What follows belongs to an exercise in optimizing a design on an open flow for small area, a short achievable clock period and few clock cycles; a production flow would make more cautious choices.
Where RTL was checked, it was by simulation tests only, not by an equivalence proof against the original.
Only the layout flow was run in runs 2 and 3; the RTL was not checked for function there.

## flow/config.mk

```make
export PLATFORM = sky130hd
export DESIGN_NAME = DALU
export DESIGN_NICKNAME = DALU
export VERILOG_FILES = /design/flow/design.v
export SDC_FILE = /design/flow/constraint.sdc
export NUM_CORES = 4
export LEC_CHECK = 0
export CAP_MARGIN = 20
export CORE_MARGIN = 2
export CORE_UTILIZATION = 40
export SLEW_MARGIN = 20
```

## flow/constraint.sdc

```tcl
create_clock -name core_clock -period 10.0 [get_ports {clk}]
set_input_delay 2.0000 -clock core_clock [delete_from_list [all_inputs] [get_ports {clk}]]
set_output_delay 2.0000 -clock core_clock [all_outputs]
set_load 0.01 [all_outputs]
```

## flow/design.v

```verilog
`timescale 1ns / 1ps
module DALU(
	clk,
	rst,
	in_valid,
	instruction,
  out_valid,
  out
    );
input [18:0] instruction;
input clk,rst,in_valid;
output reg [15:0] out;
output reg out_valid;
reg signed [15:0] spart,tpart,lpart;   
reg [4:0] mode_tmp;
reg [1:0] current_state,next_state;
parameter idle=0,getinput=1,ex=2,sendout=3;
always@(posedge clk)
begin
	if(rst)current_state<=idle;
	else current_state<=next_state;
end
always@(*)
begin
	case(current_state)
		idle:next_state=getinput;		
		getinput:if(in_valid)next_state=sendout;
			else next_state=getinput;
		sendout:next_state=idle;
		default:next_state=idle;
	endcase
end
always@(posedge clk)
begin
	if(rst)
	begin
		spart<=0;
		tpart<=0;
		lpart<=0;
		mode_tmp<=0;
	end
	else if(current_state==getinput&&in_valid)
	begin
		case(instruction[18:16])
		0:
		begin
			case(instruction[3:0])
			0:begin mode_tmp<=1; spart<={{10{instruction[15]}},instruction[15:10]}; tpart<={{10{instruction[9]}},instruction[9:4]}; end
			1:begin mode_tmp<=2; spart<={{10{instruction[15]}},instruction[15:10]}; tpart<={{10{instruction[9]}},instruction[9:4]}; end
			2:begin mode_tmp<=3; spart<={{10{instruction[15]}},instruction[15:10]}; tpart<={{10{instruction[9]}},instruction[9:4]}; end
			3:begin mode_tmp<=4; spart<={{10{instruction[15]}},instruction[15:10]}; tpart<={{10{instruction[9]}},instruction[9:4]}; end
			4:begin mode_tmp<=5; spart<={{10{instruction[15]}},instruction[15:10]}; tpart<={{10{instruction[9]}},instruction[9:4]}; end
			default
			begin
				spart<=spart;
				tpart<=tpart;
				lpart<=lpart;
				mode_tmp<=mode_tmp;
			end
			endcase
		end
		1:
		begin 
			mode_tmp<=6; spart<={{10{instruction[15]}},instruction[15:10]}; tpart<={{10{instruction[9]}},instruction[9:4]};
			lpart<={{12{instruction[3]}},instruction[3:0]}; 
		end
		2:
		begin 
			mode_tmp<=7; spart<={{10{instruction[15]}},instruction[15:10]}; tpart<={{10{instruction[9]}},instruction[9:4]};
			lpart<={{12{instruction[3]}},instruction[3:0]}; 
		end
		3:begin mode_tmp<=8; spart<={{10{instruction[15]}},instruction[15:10]}; tpart<={{6{instruction[9]}},instruction[9:0]}; end
		4:begin mode_tmp<=9; spart<={{10{instruction[15]}},instruction[15:10]}; tpart<={{6{instruction[9]}},instruction[9:0]}; end
		default
		begin
			spart<=spart;
			tpart<=tpart;
			lpart<=lpart;
			mode_tmp<=mode_tmp;
		end
		endcase
	end
	else
	begin
		spart<=spart;
		tpart<=tpart;
		lpart<=lpart;
		mode_tmp<=mode_tmp;
	end
end
always@(posedge clk)
begin
	if(rst)
		out_valid<=0;
	else if(current_state==sendout)
		out_valid<=1;
	else
		out_valid<=0;
end
always@(posedge clk)
begin
	if(rst)
		out<=0;
	else if(current_state==sendout)
	begin
		case(mode_tmp)
		1: out<=spart&tpart;
		2: out<=spart|tpart;
		3: out<=spart^tpart;
		4: out<=spart+tpart;
		5: out<=spart-tpart;
		6: out<=spart*tpart*lpart;
		7: out<=(spart+tpart+lpart)*(spart+tpart+lpart);
		8: out<=spart+tpart;
	    9: out<=spart-tpart;
		default:out<=0;
		endcase
	end
	else
		out<=0;
end
endmodule
```

## flow/run.sh

```bash
#!/bin/bash
# synth_recipe.tcl (not shown) runs the flow's synth.tcl, then flattens the netlist and writes it again
# the make line also repeats each setting of config.mk as NAME=value (left out here)
make -C /OpenROAD-flow-scripts/flow DESIGN_CONFIG=/design/flow/config.mk WORK_HOME=/design/flow/orfs CLKGATE_MAP_FILE= SYNTH_SCRIPT=/design/flow/synth_recipe.tcl finish
```

==> results of run 1 <==
[through the flow]
| step | worst slack (ps) | utilization (%) | cell area [sq um] |
|---|---|---|---|
| final | 628.7 | 44.36 | 12800 |
| after CTS | 677.0 | 44.36 | 12800 |
| after global placement | 785.4 | 43.85 | 12650 |
| after detailed placement | 739.7 | 43.85 | 12650 |
| after floorplan | 1678 | - | 11770 |
| after global routing | 193.9 | 44.36 | 12800 |
[sequential cells by signal, indices dropped and copies added, names as in the netlist]
register and count:
tpart 10, lpart 4, mode_tmp 4, out 16, out_valid 1, spart 6, current_state 2
[cell families after synthesis]
kind of cell | count (synthesis)
adder cells (fa/ha/maj) | 350
AND/OR/NAND/NOR | 348
buffers and inverters | 323
AO/OA/AOI/OAI | 203
XOR/XNOR | 95
flip-flops | 43
multiplexers | 24
[area by class of cell]
type	instances	area share (%)
Clock buffer	5	0.9773
Clock inverter	3	0.1857
Inverter	291	8.532
Multi-Input combinational cell	1020	75.74
Sequential cell	43	6.724
Tap cell	384	3.753
Timing Repair Buffer	57	4.085
[placed cells by master, fill, tap and decap left out, drive strengths merged, types with 4 or more instances in the layout]
cell type	synthesis	routed
a21boi	6	6
xnor2	73	73
nor3	12	12
xor2	19	19
mux2i	24	24
o21ai	39	39
nand2	98	98
fa	164	164
nand2b	18	18
a21o	15	15
o211ai	8	8
a31oi	13	13
nor2b	16	16
clkinv	5	5
or2	5	5
ha	186	186
o21a	4	4
a22oi	11	11
o21bai	11	11
nor2	124	124
a21oi	55	55
clkbuf	27	5
dfxtp	43	43
nand3	10	10
buf	5	19
clkdlybuf4s50	0	38
and2	40	40
and3	5	5
inv	286	287
a211oi	12	12
[worst paths after layout]
| kind | startpoint | to | slack, ps | cells after the start |
|---|---|---|---|---|
| setup / recovery | spart[1] | out[15] | 630 | 32 |
| hold / removal | current_state[1] | current_state[0] | 490 | 1 |
| setup reg to reg | spart[1] | out[15] | 630 | 32 |
| hold reg to reg | current_state[1] | current_state[0] | 490 | 1 |
[critical path, delay by kind of cell, from the launching register on]
kind / cells / cell delay, ps
and+or+nand+nor: 4 / 790
DFF: 1 / 640
xor gates and xnor gates: 7 / 1420
AOI/OAI and AO/OA: 10 / 2140
buffers and inverters: 3 / 550
adders and majority gates: 8 / 3730
[routing by layer]
metal	share of wire [%]	GRT usage, %
met1	48	27.23
met2	45	30.61
met3	4.6	1.840
met4	3.1	6.853
met5	0	0
==> results list, run 1 <==
- TritonCTS built the clock tree.
- Timing would allow up to 106.7 MHz.
* Initial core utilization: 40.79%
- Cell type with the highest occurrence count on the critical path: sky130_fd_sc_hd__fa_1
* Average footprint of a synthesized cell: 8.492 sq um
* #FFs+latches synth: 43
- The clock net in this run drives a total of 43 sinks.
- Counting tap cells, the placed design contains a total of 1795 instances.
* Bufs on Longest Clock Path: 2
* Xor/xnor share of the synthesized area: 7.484%
- X dimension of the die: 175.5 microns
- Across the run, the number of max-cap violations was 0.
- Mux contribution to synthesized area: 2.041%
- Setup violations remaining at the end of the flow were counted as 0.
* Post-cts resize count: 0
- The most common cell in the synthesized netlist is sky130_fd_sc_hd__inv_1.
* Post-route insts no fill: 1803
- When the netlist entered floorplanning its net count stood at 1758.
- Slew at the pin with the worst max-slew slack: 1016 ps
- Number of slew-limit violations in the final report: 0
- Post-synthesis simple-gate area fraction: 13.84%
- The run finished with no timing, DRC or antenna violations.
- Worst hold-check path type: register to register
- Final critical path time including I/O delays and setup: 9371 ps
* Sequential share of the synthesized area: 7.314%
* Slowest stage cell, crit path: sky130_fd_sc_hd__dfxtp_1
- Hold_ws: 485.1 ps
- I/O pin total: 39
* Main combinational cell family by area after synthesis: adder cells
- For the worst setup path, the data required time is 10220 ps.
- For this block, the via count after detailed routing is 9166.
- The repair_antennas step left the layout with diodes totalling 0.
- Yosys warnings: 1
* Biggest cell delay along the critical path: 640 ps
* Count of buffers added by post-CTS timing repair for setup: 0
* Unrepaired setup endpoints after global routing: false
- Buffers inserted to repair hold after CTS numbered 0.
- Routability Congestion: 0.8997
- Crit end category: register
* Die outline area: 0.03081 sq mm
* Post-synth top flop: sky130_fd_sc_hd__dfxtp_1
* Data arrival time of the critical path: 9590 ps
* Worst slew margin: 31.64%
- From synthesis to final layout, the design area changed by 8.770%.
- DRT Pass-1 Iters: 5
- Detailed-route DRC error count: 0
- Fill cells in the final layout number 2893.
- Number of nets in the finished design: 1790
- Share of flip-flops with an asynchronous set or reset after synthesis: 0%
* Floorplan core area: 0.02886 sq mm
* Compound-cell area share of the yosys netlist: 11.31%
- Count of cell types in the netlist: 69
* Number of enable-type register cells in the synthesized netlist: 0
- DRT antenna net count: 0
* Detailed router's first-iteration violation count: 524
- Clock-pin slew was measured on the worst setup and hold paths at 70 ps.
* Dominant cell type by area after synthesis: sky130_fd_sc_hd__fa_1
- The synthesized netlist occupies a cell area of 0.01177 sq mm.
- Summed over its instances, the top area cell type makes up 27.89% of the synthesized netlist area.
* Max FO, Critical Path: 9
* Site Rows: 62
- Overall fraction of global-route tracks in use: 19.21%
* Wire per inst: 15.87 microns
- Number of H-tree levels: 2
- Detailed placement ended at an HPWL of 24330 microns.
- The worst setup path is launched from a register.
- In this run the tool buffered the top-level ports with 38 buffer cells.
- Routed Wire Length: 28620 microns
- Most common library cells after synthesis: sky130_fd_sc_hd__inv_1 (286), sky130_fd_sc_hd__ha_1 (186), sky130_fd_sc_hd__fa_1 (164)
- Of the cells placed in the final design, the portion with a size suffix greater than 1 is 2.678%.
- Sequential cell area: 860.8 sq um
* Final period utilization: 93.71%
- The synthesized netlist devotes 47.67% of its cell area to adder and majority cells.
- Cell chosen for the clock root: sky130_fd_sc_hd__clkbuf_16
- Post-Synthesis Cells: 1386
- Pin count of the biggest net entering global routing: 31
- At the later pin of the worst-skew pair, clock insertion delay measures 310 ps.
- The via count of the first global-routing pass is 9323.
* Setup TNS after final layout: 0 ps
* Number of antenna violations at the first check in global routing: 0
* Hold violation total from the final report: 0
- Startpoint-to-endpoint class of the critical path: register to register
- Global-route wire length before repair: 47150 microns
- Most area-consuming cells after synthesis: sky130_fd_sc_hd__fa_1 (28%), sky130_fd_sc_hd__ha_1 (20%), sky130_fd_sc_hd__inv_1 (9.1%)
- Multi-input gate area in the final layout: 0.009697 sq mm
- Dividing the detail-routed via count by the number of cells gives 5.084.
- Die height: 175.5 microns
- Overflow left after global routing: 0
- In this run, CTS created clock tree buffers numbering 5.
- Final setup skew: 8.961 ps
Testbench counts, summed over its fixed seeds: cycles 48,000.
==> run 2: changes to the inputs <==
==> flow/design.v (replaced) <==
module DALU(
	clk,
	rst,
	in_valid,
	instruction,
	out_valid,
	out
);
input clk, rst, in_valid;
input [18:0] instruction;
output reg out_valid;
output [15:0] out;
wire [2:0] op_in = instruction[18:16];
wire defined = (op_in == 3'd0) ? (instruction[3:0] <= 4'd4) : (op_in <= 3'd4);
reg [18:0] ir;
always @(posedge clk) begin
	if (rst) begin
		out_valid <= 1'b0;
		ir <= 19'd0;
	end else begin
		out_valid <= in_valid;
		if (in_valid && defined)
			ir <= instruction;
	end
end
wire [2:0] op = ir[18:16];
wire [3:0] f = ir[3:0];
wire signed [15:0] s = {{10{ir[15]}}, ir[15:10]};
wire signed [15:0] t = {{10{ir[9]}}, ir[9:4]};
wire signed [15:0] l = {{12{ir[3]}}, ir[3:0]};
wire signed [15:0] T = {{6{ir[9]}}, ir[9:0]};
wire signed [15:0] u = s + t + l;
reg [15:0] r;
always @(*) begin
	case (op)
	3'd0:
		case (f)
		4'd0: r = s & t;
		4'd1: r = s | t;
		4'd2: r = s ^ t;
		4'd3: r = s + t;
		default: r = s - t;
		endcase
	3'd1: r = s * t * l;
	3'd2: r = u * u;
	3'd3: r = s + T;
	default: r = s - T;
	endcase
end
assign out = r;
endmodule
==> run 2 against run 1 <==
- critical path depth is 5 lower
- final cell count fell by 28%
- non-clock buffer count is 18 higher
- die area fell by 32%
- global-route usage rose by 0.19 points
- worst setup slack worse by 230 ps
- clock skew decreased by 9.0 ps
- largest cell class unchanged
==> results list, run 2 <==
- Result of the run: finished clean (unchanged).
* Die height: 144.4 microns (was 175.5 microns)
- The count of placed standard cells in the final layout, fillers left out came to 1291 (was 1803).
- Xor/xnor share of the synthesized area: 7.779% (was 7.484%)
- The path category of the worst min-delay check was register to register (unchanged).
* Post-synth top flop: sky130_fd_sc_hd__dfxtp_1 (unchanged)
- Cts-stage hold buffer count: 0 (unchanged)
- TritonCTS clock tree: yes (unchanged)
- The detailed-route via count was 6549 (was 9166).
* Number of nets in the finished design: 1271 (was 1790)
* Via count of the first global-routing pass: 6614 (was 9323)
* Layout cell share with drive strength beyond 1: 6.433% (was 2.678%)
- Routability Congestion: 0.8984 (was 0.8997)
- Relative area change from synthesis to final layout: 12.95% (was 8.770%)
- Post-synthesis simple-gate area fraction: 14.70% (was 13.84%)
- Hold violation total from the final report: 0 (unchanged)
* Unrepaired setup endpoints after global routing: false (unchanged)
- The number of top-level pins came to 39 (unchanged).
- The source of the worst hold timing path is ir[3] (was current_state[1]).
* HPWL reported at the end of detailed placement: 16910 microns (was 24330 microns)
* Global-route wire length before repair: 32530 microns (was 47150 microns)
- Average footprint of a synthesized cell: 8.100 sq um (was 8.492 sq um)
* Post-layout worst setup margin: 397.5 ps (was 628.7 ps)
- Clock-pin transition on the worst setup and hold timing paths: 50 ps (was 70 ps)
- Bufs on Longest Clock Path: 2 (unchanged)
* Drt via density: 5.073 (was 5.084)
* Commonest non-fill, non-tap cell in the layout: sky130_fd_sc_hd__inv_1 (unchanged)
- The proportion of register bits with asynchronous set or reset after synthesis came to 0% (unchanged).
* Number of nets in the synthesized netlist: 1216 (was 1758)
* Most area-consuming cells after synthesis: sky130_fd_sc_hd__fa_1 (24%), sky130_fd_sc_hd__ha_1 (20%), sky130_fd_sc_hd__inv_1 (8.5%) (was sky130_fd_sc_hd__fa_1 (28%), sky130_fd_sc_hd__ha_1 (20%), sky130_fd_sc_hd__inv_1 (9.1%))
- The number of DRC violations after detailed-routing iteration 0 is 398 (was 524).
- Final number of setup-violating endpoints: 0 (unchanged)
- Site Rows: 51 (was 62)
- Commonest non-fill, non-tap cells in the layout: sky130_fd_sc_hd__inv_1 (179), sky130_fd_sc_hd__ha_1 (124), sky130_fd_sc_hd__fa_1 (95) (was sky130_fd_sc_hd__inv_1 (286), sky130_fd_sc_hd__ha_1 (186), sky130_fd_sc_hd__fa_1 (164))
* Yosys warnings: 1 (unchanged)
- The post-route cell area is 0.008902 sq mm (was 0.01280 sq mm).
- The launching instance or port of the critical path is ir[4] (was spart[1]).
- Number of H-tree levels: 1 (was 2)
- The worst slew margin relative to its limit came to 45.60% (was 31.64%).
* Multi-input gate area in the final layout: 0.006756 sq mm (was 0.009697 sq mm)
* Final critical path time including I/O delays and setup: 9603 ps (was 9371 ps)
- Most common library cells after synthesis: sky130_fd_sc_hd__inv_1 (179), sky130_fd_sc_hd__ha_1 (125), sky130_fd_sc_hd__fa_1 (96) (was sky130_fd_sc_hd__inv_1 (286), sky130_fd_sc_hd__ha_1 (186), sky130_fd_sc_hd__fa_1 (164))
- Die outline area: 0.02084 sq mm (was 0.03081 sq mm)
- DRT Pass-1 Iters: 8 (was 5)
- Data arrival time of the critical path: 7600 ps (was 9590 ps)
* Number of slew-limit violations in the final report: 0 (unchanged)
- Area share of the leading cell type in the synthesized netlist: 24.38% (was 27.89%)
- Worst reg2reg setup slack: 8210 ps (was 630 ps)
- Data required time of the worst path: 8000 ps (was 10220 ps)
- Share of synthesized cell area in full adder, half adder and majority cells: 44.23% (was 47.67%)
- Cell type with the highest occurrence count on the critical path: sky130_fd_sc_hd__fa_1 (unchanged)
- Setup TNS after final layout: 0 ps (unchanged)
* Worst r2r dst: ir[18] (was out[15])
* Pin count of the biggest net entering global routing: 32 (was 31)
* Critical Path End: out[15] (unchanged)
* Clk Latency, worst-skew pair: 250 ps (was 310 ps)
- X dimension of the die: 144.4 microns (was 175.5 microns)
* DRT antenna net count: 0 (unchanged)
- Mux contribution to synthesized area: 3.635% (was 2.041%)
- The worst hold slack after final layout came to 517.0 ps (was 485.1 ps).
- Routed Wire Length: 19630 microns (was 28620 microns)
- The max-capacitance violation count came to 0 (unchanged).
- The clock tree skew after final layout came to 0 ps (was 8.961 ps).
* Crit end category: output pin (was register)
- The number of input and output port buffers inserted came to 38 (unchanged).
* Total CTS buffers: 3 (was 5)
- The main combinational cell family by area after synthesis was adder cells (unchanged).
- Detailed-route DRC error count: 0 (unchanged)
* Count of cell types in the netlist: 64 (was 69)
- Antenna diodes: 0 (unchanged)
- The total placed instance area came to 0.008768 sq mm (was 0.01265 sq mm).
- The number of flip-flops under the largest register name is 19 (was 16).
* Overflow left after global routing: 0 (unchanged)
* Count of buffers added by post-CTS timing repair for setup: 0 (unchanged)
- Top flop regs: ir: 19 flops, out_valid: 1 flops (was out: 16 flops, tpart: 10 flops, spart: 6 flops).
- Sequential cell area: 402.9 sq um (was 860.8 sq um)
* Most frequent cell after synthesis: sky130_fd_sc_hd__inv_1 (unchanged)
- Floorplan core area: 0.01940 sq mm (was 0.02886 sq mm)
* Number of enable-type register cells in the synthesized netlist: 0 (unchanged)
* Cell chosen for the clock root: sky130_fd_sc_hd__clkbuf_16 (unchanged)
* Biggest cell delay along the critical path: 550 ps (was 640 ps)
- Initial core utilization: 40.63% (was 40.79%)
* Placed insts: 1288 (was 1795)
- Post-synth design cell area: 0.007881 sq mm (was 0.01177 sq mm)
- Clock sinks: 20 (was 43)
- The register with the most flip-flops was ir (was out).
* Number of antenna violations at the first check in global routing: 0 (unchanged)
* Final period utilization: 96.03% (was 93.71%)
- Final-layout fill cell count: 1969 (was 2893)
* Startpoint-to-endpoint class of the critical path: register to output pin (was register to register)
- Final core utilization: 45.89% (was 44.36%)
* Slowest stage cell, crit path: sky130_fd_sc_hd__fa_1 (was sky130_fd_sc_hd__dfxtp_1)
* Wire per inst: 15.21 microns (was 15.87 microns)
* Overall fraction of global-route tracks in use: 19.40% (was 19.21%)
- R2R cell count: 4 (was 32)
- The achievable clock frequency came to 104.1 MHz (was 106.7 MHz).
* #FFs+latches synth: 20 (was 43)
* Post-Synthesis Cells: 973 (was 1386)
* Sequential share of the synthesized area: 5.080% (was 7.314%)
- Critical register-to-register path startpoint: ir[18] (was spart[1])
- Post-cts resize count: 2 (was 0)
- The post-synthesis cell type with the largest combined area is sky130_fd_sc_hd__fa_1 (unchanged).
- The critical-path maximum fanout was 6 (was 9).
- Compound-cell area share of the yosys netlist: 14.65% (was 11.31%)
* Element type at the critical path start: register (unchanged)
- Place WS: 166.9 ps (was 739.7 ps)
* Slew at the pin with the worst max-slew slack: 814.9 ps (was 1016 ps)
-- run 2: changes by cell type after synthesis, sizes merged, moves of 6 or more --
cell	before	now
clkbuf	27	19
xnor2	73	52
fa	164	96
nand2	98	87
dfxtp	43	20
and2	40	18
a21oi	55	47
a31oi	13	1
inv	286	179
o21ai	39	33
ha	186	125
nand2b	18	12
nor2	124	88
a22oi	11	0
-- run 2: cell families after synthesis --
group,count (synthesis)
compound gates,171
simple gates,258
flops,20
mux,27
xor+xnor,70
fa+ha+maj,221
buf+inv,206
-- run 2: worst min-delay path by stage --
stage	slack, ps	to	cells after the start
final	520	ir[3]	2
after global routing	560	ir[3]	2
after CTS	530	ir[3]	2
after detailed placement	510	ir[3]	2
after global placement	480	ir[3]	2
after floorplan	540	ir[10]	2
-- run 2: final cells by class --
| class | instances | share of cell area, % |
|---|---|---|
| Inverter | 181 | 7.632 |
| Multi-Input combinational cell | 747 | 75.90 |
| Clock buffer | 3 | 0.8433 |
| Tap cell | 265 | 3.725 |
| Sequential cell | 20 | 4.526 |
| Timing Repair Buffer | 75 | 7.379 |
-- run 2: routing by layer --
layer | vias up | global-route usage [%] | wire length (microns)
met5 | - | 0 | 0
met4 | 0 | 2.964 | 221
li1 | 3258 | - | -
met2 | 157 | 32.63 | 9023
met3 | 22 | 1.391 | 910
met1 | 3112 | 27.88 | 9474
-- run 2: worst max-delay path, delay by kind of cell (launching register included) --
family / cells / cell delay, ps
flip-flops: 1 / 370
AND/OR/NAND/NOR: 2 / 330
buffers and inverters: 6 / 640
adder cells (fa/ha/maj): 9 / 4160
AO/OA/AOI/OAI: 9 / 1740
XOR/XNOR: 1 / 120
==> run 3: changes to the inputs <==
==> flow/design.v (replaced) <==
module DALU(
	clk,
	rst,
	in_valid,
	instruction,
	out_valid,
	out
);
input clk, rst, in_valid;
input [18:0] instruction;
output reg out_valid;
output reg [15:0] out;
wire [2:0] op = instruction[18:16];
wire [3:0] f = instruction[3:0];
wire defined = (op == 3'd0) ? (f <= 4'd4) : (op <= 3'd4);
wire signed [15:0] s = {{10{instruction[15]}}, instruction[15:10]};
wire signed [15:0] t = {{10{instruction[9]}}, instruction[9:4]};
wire signed [15:0] l = {{12{instruction[3]}}, instruction[3:0]};
wire signed [15:0] T = {{6{instruction[9]}}, instruction[9:0]};
wire signed [15:0] u = s + t + l;
reg [15:0] r;
always @(*) begin
	case (op)
	3'd0:
		case (f)
		4'd0: r = s & t;
		4'd1: r = s | t;
		4'd2: r = s ^ t;
		4'd3: r = s + t;
		default: r = s - t;
		endcase
	3'd1: r = s * t * l;
	3'd2: r = u * u;
	3'd3: r = s + T;
	default: r = s - T;
	endcase
end
always @(posedge clk) begin
	if (rst) begin
		out_valid <= 1'b0;
		out <= 16'd0;
	end else begin
		out_valid <= in_valid;
		if (in_valid && defined)
			out <= r;
	end
end
endmodule
==> run 3 against run 2 <==
- still clean
- clock skew unchanged
- first-iteration DRC count down 5.3%
- worst setup slack improved by 430 ps
- final cell count down 5.8%
- maximum frequency up 4.7%
- critical path type is now primary input to register
==> results list, run 3 <==
* Count of cell types in the netlist: 71 (was 64)
- Initial core utilization: 41.03% (was 40.63%)
- The max-capacitance violation count was 0 (unchanged).
- The cell at the slowest stage of the critical path is sky130_fd_sc_hd__fa_1 (unchanged).
- The clock tree from TritonCTS is yes (unchanged).
- The total global routing track utilization is 19.63% (was 19.40%).
- The worst hold slack after final layout was 450.5 ps (was 517.0 ps).
- Detailed router's first-iteration violation count: 377 (was 398)
- The required time of the critical path came to 10160 ps (was 8000 ps).
- Most area-consuming cells after synthesis: sky130_fd_sc_hd__fa_1 (25%), sky130_fd_sc_hd__ha_1 (20%), sky130_fd_sc_hd__inv_1 (8.5%) (was sky130_fd_sc_hd__fa_1 (24%), sky130_fd_sc_hd__ha_1 (20%), sky130_fd_sc_hd__inv_1 (8.5%))
- The global placer's final weighted congestion was 0.9368 (was 0.8984).
- Largest register by flop count: out (was ir)
* Number of nets in the finished design: 1226 (was 1271)
- Share of flip-flops with an asynchronous set or reset after synthesis: 0% (unchanged)
- Cell type with the highest occurrence count on the critical path: sky130_fd_sc_hd__inv_1 (was sky130_fd_sc_hd__fa_1)
- Worst hold-check path type: register to register (unchanged)
* Number of slew-limit violations in the final report: 0 (unchanged)
* Max FO, Critical Path: 11 (was 6)
- The CTS clock-pin slew for the worst setup and hold paths came to 60 ps (was 50 ps).
* Result of the run: finished clean (unchanged)
- Number of enable-type register cells in the synthesized netlist: 0 (unchanged)
* Top flop regs: out: 16 flops, out_valid: 1 flops (was ir: 19 flops, out_valid: 1 flops)
- The via density per instance was 5.247 (was 5.073).
- Placed insts: 1212 (was 1288)
- #FFs+latches synth: 17 (was 20)
* Unrepaired setup endpoints after global routing: false (unchanged)
- The post-synthesis cell type with the largest combined area was sky130_fd_sc_hd__fa_1 (unchanged).
- Routed Wire Length: 19080 microns (was 19630 microns)
- Relative area change from synthesis to final layout: 10.07% (was 12.95%)
- Final critical path time including I/O delays and setup: 9172 ps (was 9603 ps)
- The remaining antenna violation count is 0 (unchanged).
* Die height: 142.7 microns (was 144.4 microns)
- Clock sinks: 17 (was 20)
- Post-route insts no fill: 1216 (was 1291)
- The floorplan row count is 50 (was 51).
- Crit end category: register (was output pin)
- The overall die width was 142.7 microns (was 144.4 microns).
* Detailed-route DRC error count: 0 (unchanged)
- Sequential share of the synthesized area: 4.420% (was 5.080%)
- The final critical-path share of the clock period came to 91.72% (was 96.03%).
* Final setup skew: 0 ps (unchanged)
- Most used routing layer: met2 (unchanged)
* Startpoint-to-endpoint class of the critical path: primary input to register (was register to output pin)
- The total setup buffers inserted after CTS was 0 (unchanged).
- Floorplan core area: 0.01877 sq mm (was 0.01940 sq mm)
- The global-route wire length before repair came to 32180 microns (was 32530 microns).
* Pin count of the biggest net entering global routing: 34 (was 32)
* Cell chosen for the clock root: sky130_fd_sc_hd__clkbuf_16 (unchanged)
- The area of the mapped netlist came to 0.007700 sq mm (was 0.007881 sq mm).
* Wire per inst: 15.69 microns (was 15.21 microns)
- Met3 track utilization from global routing: 1.643% (was 1.391%)
* Worst slew margin: 38.07% (was 45.60%)
* Met2 track demand over resource: 30.36% (was 32.63%)
- Most common library cells after synthesis: sky130_fd_sc_hd__inv_1 (174), sky130_fd_sc_hd__ha_1 (125), sky130_fd_sc_hd__fa_1 (96) (was sky130_fd_sc_hd__inv_1 (179), sky130_fd_sc_hd__ha_1 (125), sky130_fd_sc_hd__fa_1 (96))
* Total CTS buffers: 3 (unchanged)
- The most instantiated library cell after synthesis is sky130_fd_sc_hd__inv_1 (unchanged).
- Cts-stage hold buffer count: 0 (unchanged)
- DRT Pass-1 Iters: 4 (was 8)
- The setup violation total in the final timing report is 0 (unchanged).
* Number of H-tree levels: 1 (unchanged)
- Post-cts resize count: 0 (was 2)
- The number of flip-flops under the largest register name was 16 (was 19).
- Commonest non-fill, non-tap cells in the layout: sky130_fd_sc_hd__inv_1 (174), sky130_fd_sc_hd__ha_1 (125), sky130_fd_sc_hd__fa_1 (96) (was sky130_fd_sc_hd__inv_1 (179), sky130_fd_sc_hd__ha_1 (124), sky130_fd_sc_hd__fa_1 (95))
* Antenna diodes: 0 (unchanged)
* Area share of the leading cell type in the synthesized netlist: 24.96% (was 24.38%)
- The post-synth net total came to 1191 (was 1216).
- Number of antenna violations at the first check in global routing: 0 (unchanged)
* Total via count after detailed routing: 6380 (was 6549)
- The data arrival time of the critical path was 9330 ps (was 7600 ps).
* Average footprint of a synthesized cell: 8.122 sq um (was 8.100 sq um)
- The number of top-level pins was 39 (unchanged).
- The clock insertion delay at the later pin of the skew report was 250 ps (about the same).
- Bufs on Longest Clock Path: 2 (unchanged)
- The via count of the first global-routing pass was 6263 (was 6614).
- The final number of hold-violating endpoints is 0 (unchanged).
- The share of cells above drive strength 1 is 4.277% (was 6.433%).
- The total grt overflow was 0 (unchanged).
- The transition time of the tightest slew-check pin is 926.0 ps (was 814.9 ps).
- Fmax: 109.0 MHz (was 104.1 MHz)
- Post-synth top flop: sky130_fd_sc_hd__dfxtp_1 (unchanged)
- HPWL reported at the end of detailed placement: 16230 microns (was 16910 microns)
- Input/output buffers: 38 (unchanged)
* Die outline area: 0.02038 sq mm (was 0.02084 sq mm)
- Biggest cell delay along the critical path: 620 ps (was 550 ps)
- Setup TNS after final layout: 0 ps (unchanged)
* Yosys warnings: 1 (unchanged)
- Met1 usage: 29.95% (was 27.88%)
* Commonest non-fill, non-tap cell in the layout: sky130_fd_sc_hd__inv_1 (unchanged)
- Element type at the critical path start: primary input (was register)
- Post-Synthesis Cells: 948 (was 973)
-- run 3: changes by cell type after synthesis, moves of 4 or more --
cell / before / now
sky130_fd_sc_hd__mux2i_1: 23 / 1
sky130_fd_sc_hd__nand2_1: 87 / 77
sky130_fd_sc_hd__o21ai_0: 28 / 20
sky130_fd_sc_hd__a22oi_1: 0 / 7
sky130_fd_sc_hd__nor2b_1: 13 / 7
sky130_fd_sc_hd__inv_1: 179 / 174
sky130_fd_sc_hd__a21boi_0: 4 / 0
sky130_fd_sc_hd__o22ai_1: 2 / 6
-- run 3: kinds of logic (layout without fill, tap and decap cells) --
logic type               Yosys count  count (layout)  synth area share, %
AND/OR/NAND/NOR                  255             255                15.08
XOR/XNOR                          72              72                8.190
flip-flops                        17              17                4.420
buffers and inverters            202             236                10.09
multiplexers                       6               6                1.154
adder cells (fa/ha/maj)          221             221                45.27
AO/OA/AOI/OAI                    175             175                15.79
-- run 3: final cells by class --
class | instances | area [sq um]
clock buffer | 4 | 78.83
fill | 1934 | 10290
inverter | 176 | 660.6
multi-input combinational | 729 | 6588
sequential | 17 | 340.3
tap | 234 | 292.8
timing repair buffer | 56 | 515.5
-- run 3: through the flow --
stage / setup WS, ps / area, sq um / util (%)
5_1_grt: 211.8 / 8476 / 45.16
4_1_cts: 761.7 / 8471 / 45.13
2_1_floorplan: 1465 / 7700 / -
6_report: 827.6 / 8476 / 45.16
3_5_place_dp: 515.4 / 8392 / 44.71
3_3_place_gp: 559.9 / 8392 / 44.71
-- run 3: path summary, 6_finish.rpt --
| path | cells after the start | slack (ps) | end | startpoint |
|---|---|---|---|---|
| worst max-delay path | 31 | 830 | out[14] | instruction[10] |
| worst min-delay path | 2 | 450 | out[0] | out[0] |
| worst max register to register | 4 | 9090 | out[15] | out[15] |
| worst min register to register | 2 | 450 | out[0] | out[0] |
-- run 3: layer usage --
layer	vias up	wire length, microns
li1	3167	-
met1	3046	9587
met5	-	0
met2	152	8456
met3	15	773
met4	0	257
-- run 3: worst max-delay path, delay by kind of cell --
kind	cells	cell delay, ps
adders and majority gates	8	3520
and+or+nand+nor	9	1060
buffers and inverters	8	1320
AOI/OAI and AO/OA	5	1260
xor gates and xnor gates	1	150

==> static timing again, ports no longer ideal <==
In the flow no input, the clock included, has a driving cell. The finished layouts below were timed again as built, in two steps.
Step 1 sets driving cells, clkbuf_16 on the clock port and buf_2 on the other inputs (assumed; they add their load-dependent delay and slew).
Step 2 times the ports against the registers' clock, not the clock port: input delays grow and output delays shrink by t, the midpoint of the rising clock arrivals with the driver on.
a / b / c = ideal / step 1 / step 2; a / b = the first two.
run | t (ns) | setup WS [ns] | slew at the worst register clock pin (ns) | worst slew at a driven data input, ns
run 1 | 0.350 | 0.629 / 0.629 / 0.629 | 0.08 / 0.08 | 0.04
run 2 | 0.274 | 0.397 / 0.371 / 0.645 | 0.05 / 0.05 | 0.03
run 3 | 0.287 | 0.828 / 0.837 / 0.549 | 0.06 / 0.06 | 0.04
After both steps every run listed still meets setup and hold. For run 3, which loses most, drivers alone change the setup slack by +0.009 ns; drivers and shift together by -0.279 ns.
